Source: an optimization exercise on an open RTL-to-GDS flow (aim: small area). Production flows keep margins and buffers that such runs may drop.
Where RTL was checked, it was by simulation tests only, not by an equivalence proof against the original.

==> inputs of run D <==
==> flow/design.v (excerpt) <==
module ecc_codec (
  input  logic        clk,
  input  logic        rst_n,      
  input  logic        en,         
  input  logic [71:0] enc_d,      
  output logic [79:0] enc_q,      
  input  logic [79:0] dec_d,      
  output logic [71:0] dec_q,      
  output logic [7:0]  dec_syndrome,
  output logic        dec_sb_err,
  output logic        dec_db_err,
  output logic        dec_sb_fix
);
clock: 4.0 ns
lec_check: 0
cap_margin: 20
core_margin: 2
core_utilization: 40
slew_margin: 20
standard.sh (not shown) runs the stock make flow with config.mk's settings and CLKGATE_MAP_FILE= SYNTH_SCRIPT=/design/flow/synth_recipe.tcl, a recipe that flattens the netlist after the stock synthesis.
==> flow/flow/run.sh <==
#!/bin/bash
# The standard layout, with the smallest buffer (buf_1) on every input and output port.
set -euo pipefail
export BUFFER_PORTS_ARGS="-buffer_cell sky130_fd_sc_hd__buf_1"
bash standard.sh > standard_flow.log 2>&1
==> inputs of run B, as changes to run D <==
==> flow/config.mk (replaced) <==
export PLATFORM = sky130hd
export DESIGN_NAME = ecc_codec
export DESIGN_NICKNAME = ecc_codec
export VERILOG_FILES = /design/flow/design.v
export SDC_FILE = /design/flow/constraint.sdc
export NUM_CORES = 4
export LEC_CHECK = 0
export ABC_AREA = 1
export CAP_MARGIN = 20
export CORE_MARGIN = 2
export CORE_UTILIZATION = 40
export SLEW_MARGIN = 20
==> inputs of run K, as changes to run D <==
--- a/flow/design.v
+++ b/flow/design.v
@@ -12,24 +12,24 @@
   wire e7 = d_i[25] ^ d_i[41];
   wire e8 = d_i[42] ^ d_i[43];
   wire e9 = d_i[44] ^ d_i[45];
   wire e10 = d_i[46] ^ d_i[47];
   wire e11 = d_i[48] ^ d_i[49];
   wire e12 = d_i[50] ^ d_i[51];
   wire e13 = d_i[52] ^ d_i[53];
   wire e14 = d_i[54] ^ d_i[55];
-  wire e15 = e0 ^ e1;
-  wire e16 = e2 ^ e3;
-  wire e17 = e4 ^ e5;
-  wire e18 = e6 ^ e7;
-  wire e19 = e8 ^ e9;
-  wire e20 = e10 ^ e11;
-  wire e21 = e12 ^ e13;
-  wire e22 = e14 ^ d_i[56];
+  wire e15 = d_i[56] ^ e0;
+  wire e16 = e1 ^ e2;
+  wire e17 = e3 ^ e4;
+  wire e18 = e5 ^ e6;
+  wire e19 = e7 ^ e8;
+  wire e20 = e9 ^ e10;
+  wire e21 = e11 ^ e12;
+  wire e22 = e13 ^ e14;
   wire e23 = e15 ^ e16;
   wire e24 = e17 ^ e18;
   wire e25 = e19 ^ e20;
   wire e26 = e21 ^ e22;
   wire e27 = e23 ^ e24;
   wire e28 = e25 ^ e26;
   wire e29 = e27 ^ e28;
   wire e30 = d_i[0] ^ d_i[13];
@@ -90,38 +90,38 @@
   wire e85 = e40 ^ e55;
   wire e86 = d_i[57] ^ d_i[58];
   wire e87 = d_i[59] ^ d_i[60];
   wire e88 = d_i[61] ^ d_i[62];
   wire e89 = d_i[63] ^ d_i[64];
   wire e90 = d_i[65] ^ d_i[66];
   wire e91 = d_i[67] ^ d_i[68];
   wire e92 = d_i[69] ^ d_i[70];
-  wire e93 = e86 ^ e87;
-  wire e94 = e88 ^ e89;
-  wire e95 = e90 ^ e91;
-  wire e96 = e92 ^ d_i[71];
+  wire e93 = d_i[71] ^ e86;
+  wire e94 = e87 ^ e88;
+  wire e95 = e89 ^ e90;
+  wire e96 = e91 ^ e92;
   wire e97 = e93 ^ e94;
   wire e98 = e95 ^ e96;
   wire e99 = e97 ^ e98;
-  wire e100 = e71 ^ d_i[57];
-  wire e101 = e72 ^ d_i[58];
-  wire e102 = e73 ^ d_i[59];
-  wire e103 = e74 ^ d_i[60];
-  wire e104 = e75 ^ d_i[61];
-  wire e105 = e76 ^ d_i[62];
-  wire e106 = e77 ^ d_i[63];
-  wire e107 = e78 ^ d_i[64];
-  wire e108 = e79 ^ d_i[65];
-  wire e109 = e80 ^ d_i[66];
-  wire e110 = e81 ^ d_i[67];
-  wire e111 = e82 ^ d_i[68];
-  wire e112 = e83 ^ d_i[69];
-  wire e113 = e84 ^ d_i[70];
-  wire e114 = e85 ^ d_i[71];
+  wire e100 = d_i[57] ^ e71;
+  wire e101 = d_i[58] ^ e72;
+  wire e102 = d_i[59] ^ e73;
+  wire e103 = d_i[60] ^ e74;
+  wire e104 = d_i[61] ^ e75;
+  wire e105 = d_i[62] ^ e76;
+  wire e106 = d_i[63] ^ e77;
+  wire e107 = d_i[64] ^ e78;
+  wire e108 = d_i[65] ^ e79;
+  wire e109 = d_i[66] ^ e80;
+  wire e110 = d_i[67] ^ e81;
+  wire e111 = d_i[68] ^ e82;
+  wire e112 = d_i[69] ^ e83;
+  wire e113 = d_i[70] ^ e84;
+  wire e114 = d_i[71] ^ e85;
   wire e115 = e100 ^ e102;
   wire e116 = e104 ^ e106;
   wire e117 = e108 ^ e110;
   wire e118 = e112 ^ e114;
   wire e119 = e115 ^ e116;
   wire e120 = e117 ^ e118;
   wire e121 = e119 ^ e120;
   wire e122 = d_i[41] ^ e100;
@@ -138,21 +138,21 @@
   wire e133 = e122 ^ e123;
   wire e134 = e124 ^ e125;
   wire e135 = e126 ^ e127;
   wire e136 = e128 ^ e129;
   wire e137 = e134 ^ e136;
   wire e138 = e133 ^ e134;
   wire e139 = e135 ^ e136;
   wire e140 = e138 ^ e139;
-  wire e141 = e140 ^ e121;
-  wire e142 = e132 ^ e137;
-  wire e143 = e139 ^ e29;
-  wire e144 = e70 ^ e99;
-  wire e145 = e141 ^ e142;
+  wire e141 = e99 ^ e29;
+  wire e142 = e70 ^ e121;
+  wire e143 = e132 ^ e137;
+  wire e144 = e139 ^ e141;
+  wire e145 = e140 ^ e142;
   wire e146 = e143 ^ e144;
   wire e147 = e145 ^ e146;
   assign q_o[2] = d_i[0];
   assign q_o[4] = d_i[1];
   assign q_o[5] = d_i[2];
   assign q_o[6] = d_i[3];
   assign q_o[8] = d_i[4];
   assign q_o[9] = d_i[5];
@@ -274,18 +274,18 @@
   wire x29 = x18 ^ x19;
   wire x30 = x20 ^ x21;
   wire x31 = x22 ^ x23;
   wire x32 = x24 ^ x25;
   wire x33 = x26 ^ x27;
   wire x34 = x28 ^ x29;
   wire x35 = x30 ^ x31;
   wire x36 = x32 ^ x33;
-  wire x37 = x35 ^ x36;
-  wire x38 = x37 ^ x34;
+  wire x37 = x34 ^ x35;
+  wire x38 = x36 ^ x37;
   wire x39 = d_i[79] ^ d_i[0];
   wire x40 = d_i[1] ^ d_i[2];
   wire x41 = d_i[3] ^ d_i[4];
   wire x42 = d_i[5] ^ d_i[6];
   wire x43 = d_i[7] ^ d_i[8];
   wire x44 = d_i[9] ^ d_i[10];
   wire x45 = d_i[11] ^ d_i[12];
   wire x46 = d_i[13] ^ d_i[14];
@@ -333,18 +333,18 @@
   wire x88 = x76 ^ x78;
   wire x89 = x79 ^ x80;
   wire x90 = x81 ^ x82;
   wire x91 = x83 ^ x84;
   wire x92 = x85 ^ x86;
   wire x93 = x87 ^ x88;
   wire x94 = x89 ^ x90;
   wire x95 = x91 ^ x92;
-  wire x96 = x94 ^ x95;
-  wire x97 = x96 ^ x93;
+  wire x96 = x93 ^ x94;
+  wire x97 = x95 ^ x96;
   wire x98 = x39 ^ x40;
   wire x99 = x41 ^ x42;
   wire x100 = x43 ^ x44;
   wire x101 = x45 ^ x46;
   wire x102 = x47 ^ x48;
   wire x103 = x49 ^ x50;
   wire x104 = x51 ^ x52;
   wire x105 = x53 ^ x54;
@@ -362,42 +362,42 @@
   wire x117 = x77 ^ x78;
   wire x118 = x99 ^ x101;
   wire x119 = x103 ^ x105;
   wire x120 = x107 ^ x109;
   wire x121 = x111 ^ x113;
   wire x122 = x115 ^ x117;
   wire x123 = x118 ^ x119;
   wire x124 = x120 ^ x121;
-  wire x125 = x123 ^ x124;
-  wire x126 = x125 ^ x122;
+  wire x125 = x122 ^ x123;
+  wire x126 = x124 ^ x125;
   wire x127 = x98 ^ x99;
   wire x128 = x100 ^ x101;
   wire x129 = x102 ^ x103;
   wire x130 = x104 ^ x105;
   wire x131 = x106 ^ x107;
   wire x132 = x108 ^ x109;
   wire x133 = x110 ^ x111;
   wire x134 = x112 ^ x113;
   wire x135 = x114 ^ x115;
   wire x136 = x116 ^ x117;
   wire x137 = x128 ^ x130;
   wire x138 = x132 ^ x134;
-  wire x139 = x137 ^ x138;
-  wire x140 = x139 ^ x136;
+  wire x139 = x136 ^ x137;
+  wire x140 = x138 ^ x139;
   wire x141 = x127 ^ x128;
   wire x142 = x129 ^ x130;
   wire x143 = x131 ^ x132;
   wire x144 = x133 ^ x134;
   wire x145 = x135 ^ x136;
   wire x146 = x142 ^ x144;
   wire x147 = x141 ^ x142;
   wire x148 = x143 ^ x144;
   wire x149 = x147 ^ x148;
-  wire x150 = x149 ^ x145;
+  wire x150 = x145 ^ x149;
   wire [6:0] syn = {x145, x148, x146, x140, x126, x97, x38};
   wire [71:0] dat = {d_i[78], d_i[77], d_i[76], d_i[75], d_i[74], d_i[73], d_i[72], d_i[71], d_i[70], d_i[69], d_i[68], d_i[67], d_i[66], d_i[65], d_i[64], d_i[62], d_i[61], d_i[60], d_i[59], d_i[58], d_i[57], d_i[56], d_i[55], d_i[54], d_i[53], d_i[52], d_i[51], d_i[50], d_i[49], d_i[48], d_i[47], d_i[46], d_i[45], d_i[44], d_i[43], d_i[42], d_i[41], d_i[40], d_i[39], d_i[38], d_i[37], d_i[36], d_i[35], d_i[34], d_i[33], d_i[32], d_i[30], d_i[29], d_i[28], d_i[27], d_i[26], d_i[25], d_i[24], d_i[23], d_i[22], d_i[21], d_i[20], d_i[19], d_i[18], d_i[17], d_i[16], d_i[14], d_i[13], d_i[12], d_i[11], d_i[10], d_i[9], d_i[8], d_i[6], d_i[5], d_i[4], d_i[2]};
   reg [71:0] d1;
   reg [6:0]  s1;
   reg        p1;
   reg [6:0]  s2;
   reg        p2;
   wire [7:0] lo = 8'd1 << s1[2:0];
@@ -474,23 +474,33 @@
   assign fix[64] = hi[9] & lo[0];
   assign fix[65] = hi[9] & lo[1];
   assign fix[66] = hi[9] & lo[2];
   assign fix[67] = hi[9] & lo[3];
   assign fix[68] = hi[9] & lo[4];
   assign fix[69] = hi[9] & lo[5];
   assign fix[70] = hi[9] & lo[6];
   assign fix[71] = hi[9] & lo[7];
+  always @(posedge clk_i)
+    if (clkena_i) begin
+      d1 <= dat; s1 <= syn; p1 <= x150;
+    end
+  reg v1;
+  always @(posedge clk_i or negedge rst_ni)
+    if (!rst_ni)        v1 <= 1'b0;
+    else if (clkena_i) v1 <= 1'b1;
+  wire ld   = clkena_i & v1;
+  wire hold = ~clkena_i;
   always @(posedge clk_i or negedge rst_ni)
     if (!rst_ni) begin
-      d1 <= 72'h0; s1 <= 7'h0; p1 <= 1'b0;
       q_o <= 72'h0; s2 <= 7'h0; p2 <= 1'b0;
-    end else if (clkena_i) begin
-      d1 <= dat; s1 <= syn; p1 <= x150;
-      q_o <= d1 ^ fix; s2 <= s1; p2 <= p1;
+    end else begin
+      q_o <= ({72{ld}} & (d1 ^ fix)) | ({72{hold}} & q_o);
+      s2  <= ({7{ld}} & s1) | ({7{hold}} & s2);
+      p2  <= (ld & p1) | (hold & p2);
     end
   wire nz = |s2;
   wire pow2 = ~|(s2 & (s2 - 7'd1));
   assign syndrome_o = {p2, s2};
   assign sb_err_o   =  p2 & nz;
   assign db_err_o   = ~p2 & nz;
   assign sb_fix_o   =  p2 & nz & ~pow2;
 endmodule
==> flow/flow/run.sh (replaced) <==
#!/bin/bash
# The standard layout with these changes:
#  - synthesis maps each 2:1 mux (the registers' clock enables) to an a22o cell with a shared
#    inverted select (flow/mux_a22o.v), then maps the rest of the logic with an area-oriented
#    ABC script (flow/area.abc) instead of ORFS's speed script. The flip-flops are mapped
#    before ABC runs, so they are the standard synthesis's;
#  - every input and output port gets the smallest buffer (buf_1);
#  - clock tree synthesis takes its arguments from flow/cts_args when that file exists.
set -euo pipefail
W=$PWD
# synthesis script: synth_recipe.tcl with a wrapper around ABC's logic mapping
{
  head -n 1 synth_recipe.tcl
  cat <<TCL
proc abc {args} {
  set i [lsearch -exact \$args -script]
  if {\$i >= 0 && [string match *abc_speed.script [lindex \$args [expr {\$i + 1}]]]} {
    yosys techmap -map $W/flow/mux_a22o.v \$::env(DESIGN_NAME)
    yosys opt_merge
    lset args [expr {\$i + 1}] $W/flow/area.abc
  }
  yosys abc {*}\$args
}
TCL
  tail -n +2 synth_recipe.tcl
} > own_synth.tcl
sed "s#SYNTH_SCRIPT=[^ ]*synth_recipe.tcl#SYNTH_SCRIPT=$W/own_synth.tcl#" standard.sh > own_standard.sh
grep -q "SYNTH_SCRIPT=$W/own_synth.tcl" own_standard.sh
# clock tree synthesis arguments, if flow/cts_args gives them
if [[ -f flow/cts_args ]]; then
  export CTS_ARGS="$(cat flow/cts_args)"
fi
export BUFFER_PORTS_ARGS="-buffer_cell sky130_fd_sc_hd__buf_1"
bash own_standard.sh > own_flow.log 2>&1
==> flow/flow/area.abc (new file) <==
&get -n
&st
&synch2
&nf -R 1000
&put
==> flow/flow/cts_args (new file) <==
-sink_clustering_enable -repair_clock_nets -sink_clustering_size 16 -sink_clustering_max_diameter 50 -dont_use_dummy_load -buf_list {sky130_fd_sc_hd__clkbuf_8} -root_buf sky130_fd_sc_hd__clkbuf_16
==> flow/flow/mux_a22o.v (new file) <==
// Each 2:1 mux as an a22o cell with an inverted select; opt_merge shares the inverters.
module \$_MUX_ (input A, input B, input S, output Y);
  wire sn;
  \$_NOT_ inv (.A(S), .Y(sn));
  sky130_fd_sc_hd__a22o_1 _TECHMAP_REPLACE_ (.A1(S), .A2(B), .B1(sn), .B2(A), .X(Y));
endmodule
==> flow/config.mk (replaced) <==
export PLATFORM = sky130hd
export DESIGN_NAME = ecc_codec
export DESIGN_NICKNAME = ecc_codec
export VERILOG_FILES = /design/flow/design.v
export SDC_FILE = /design/flow/constraint.sdc
export NUM_CORES = 4
export LEC_CHECK = 0
export CAP_MARGIN = 20
export CORE_MARGIN = 2
export CORE_UTILIZATION = 40
export CTS_CLUSTER_DIAMETER = 80
export CTS_CLUSTER_SIZE = 20
export SLEW_MARGIN = 20
==> results.json <==
{
  "power_uw": 10100,
  "multi_input_area_mm2": 0.00637,
  "syn_area_per_cell_um2": 11.6,
  "power.density_mw_per_mm2": 676,
  "seq_share_pct": 38.8,
  "status": "complete, no violations"
}
-- figures above: run D

==> results.json <==
{
  "crit_path_end_kind": "primary output",
  "dieWidth_um": 173,
  "syn_area_per_cell_um2": 12.9,
  "power_uw": 8520,
  "multi_input_area_mm2": 0.00507,
  "seq_share_pct": 45.6,
  "status": "complete, no violations",
  "htreeDepth": 2,
  "grt.busiest_layer": "met2"
}
-- figures above: run K

==> results.json <==
{
  "status": "complete, no violations",
  "multi_input_area_mm2": 0.00712,
  "seq_share_pct": 35.3,
  "power.density_mw_per_mm2": 551,
  "crit_path_end_kind": "primary output",
  "cts_sinks": 232,
  "crit_family": "simple AND/OR/NAND/NOR gates",
  "syn_area_per_cell_um2": 7.36,
  "power_uw": 9050
}
-- figures above: run B

The RTL of run D and run B was laid out without a check of its function.

-- afterwards: timing with drivers on the ports --
The flow's constraints put no driver on any port. The routed layouts listed below were extracted and timed again, unchanged, in two steps.
Step 1 (the two cells are an assumption about what drives the block):
set clk [get_ports {clk}]
set_driving_cell -lib_cell sky130_fd_sc_hd__clkbuf_16 $clk
set_driving_cell -lib_cell sky130_fd_sc_hd__buf_2 [delete_from_list [all_inputs] $clk]
Step 2 times the ports against the registers' clock, not the clock port: input delays grow and output delays shrink by t, the midpoint of the rising clock arrivals with the driver on.
Three values: ideal ports, drivers, drivers and shift; two values: the first two.
run | t (ns) | setup WS [ns] | worst hold slack (ns) | worst setup path at the end | worst data-port slew with drivers (ns)
run D | 0.577 | 0.091 / 0.042 / 0.619 | 0.414 / 0.390 / 0.508 | register to output | 0.08
run B | 0.603 | 0.385 / 0.335 / 0.938 | 0.373 / 0.347 / 0.484 | register to output | 0.08
run K | 0.506 | 0.286 / 0.240 / 0.746 | 0.400 / 0.377 / 0.462 | register to output | 0.08
After both steps setup and hold are still met in every run listed.
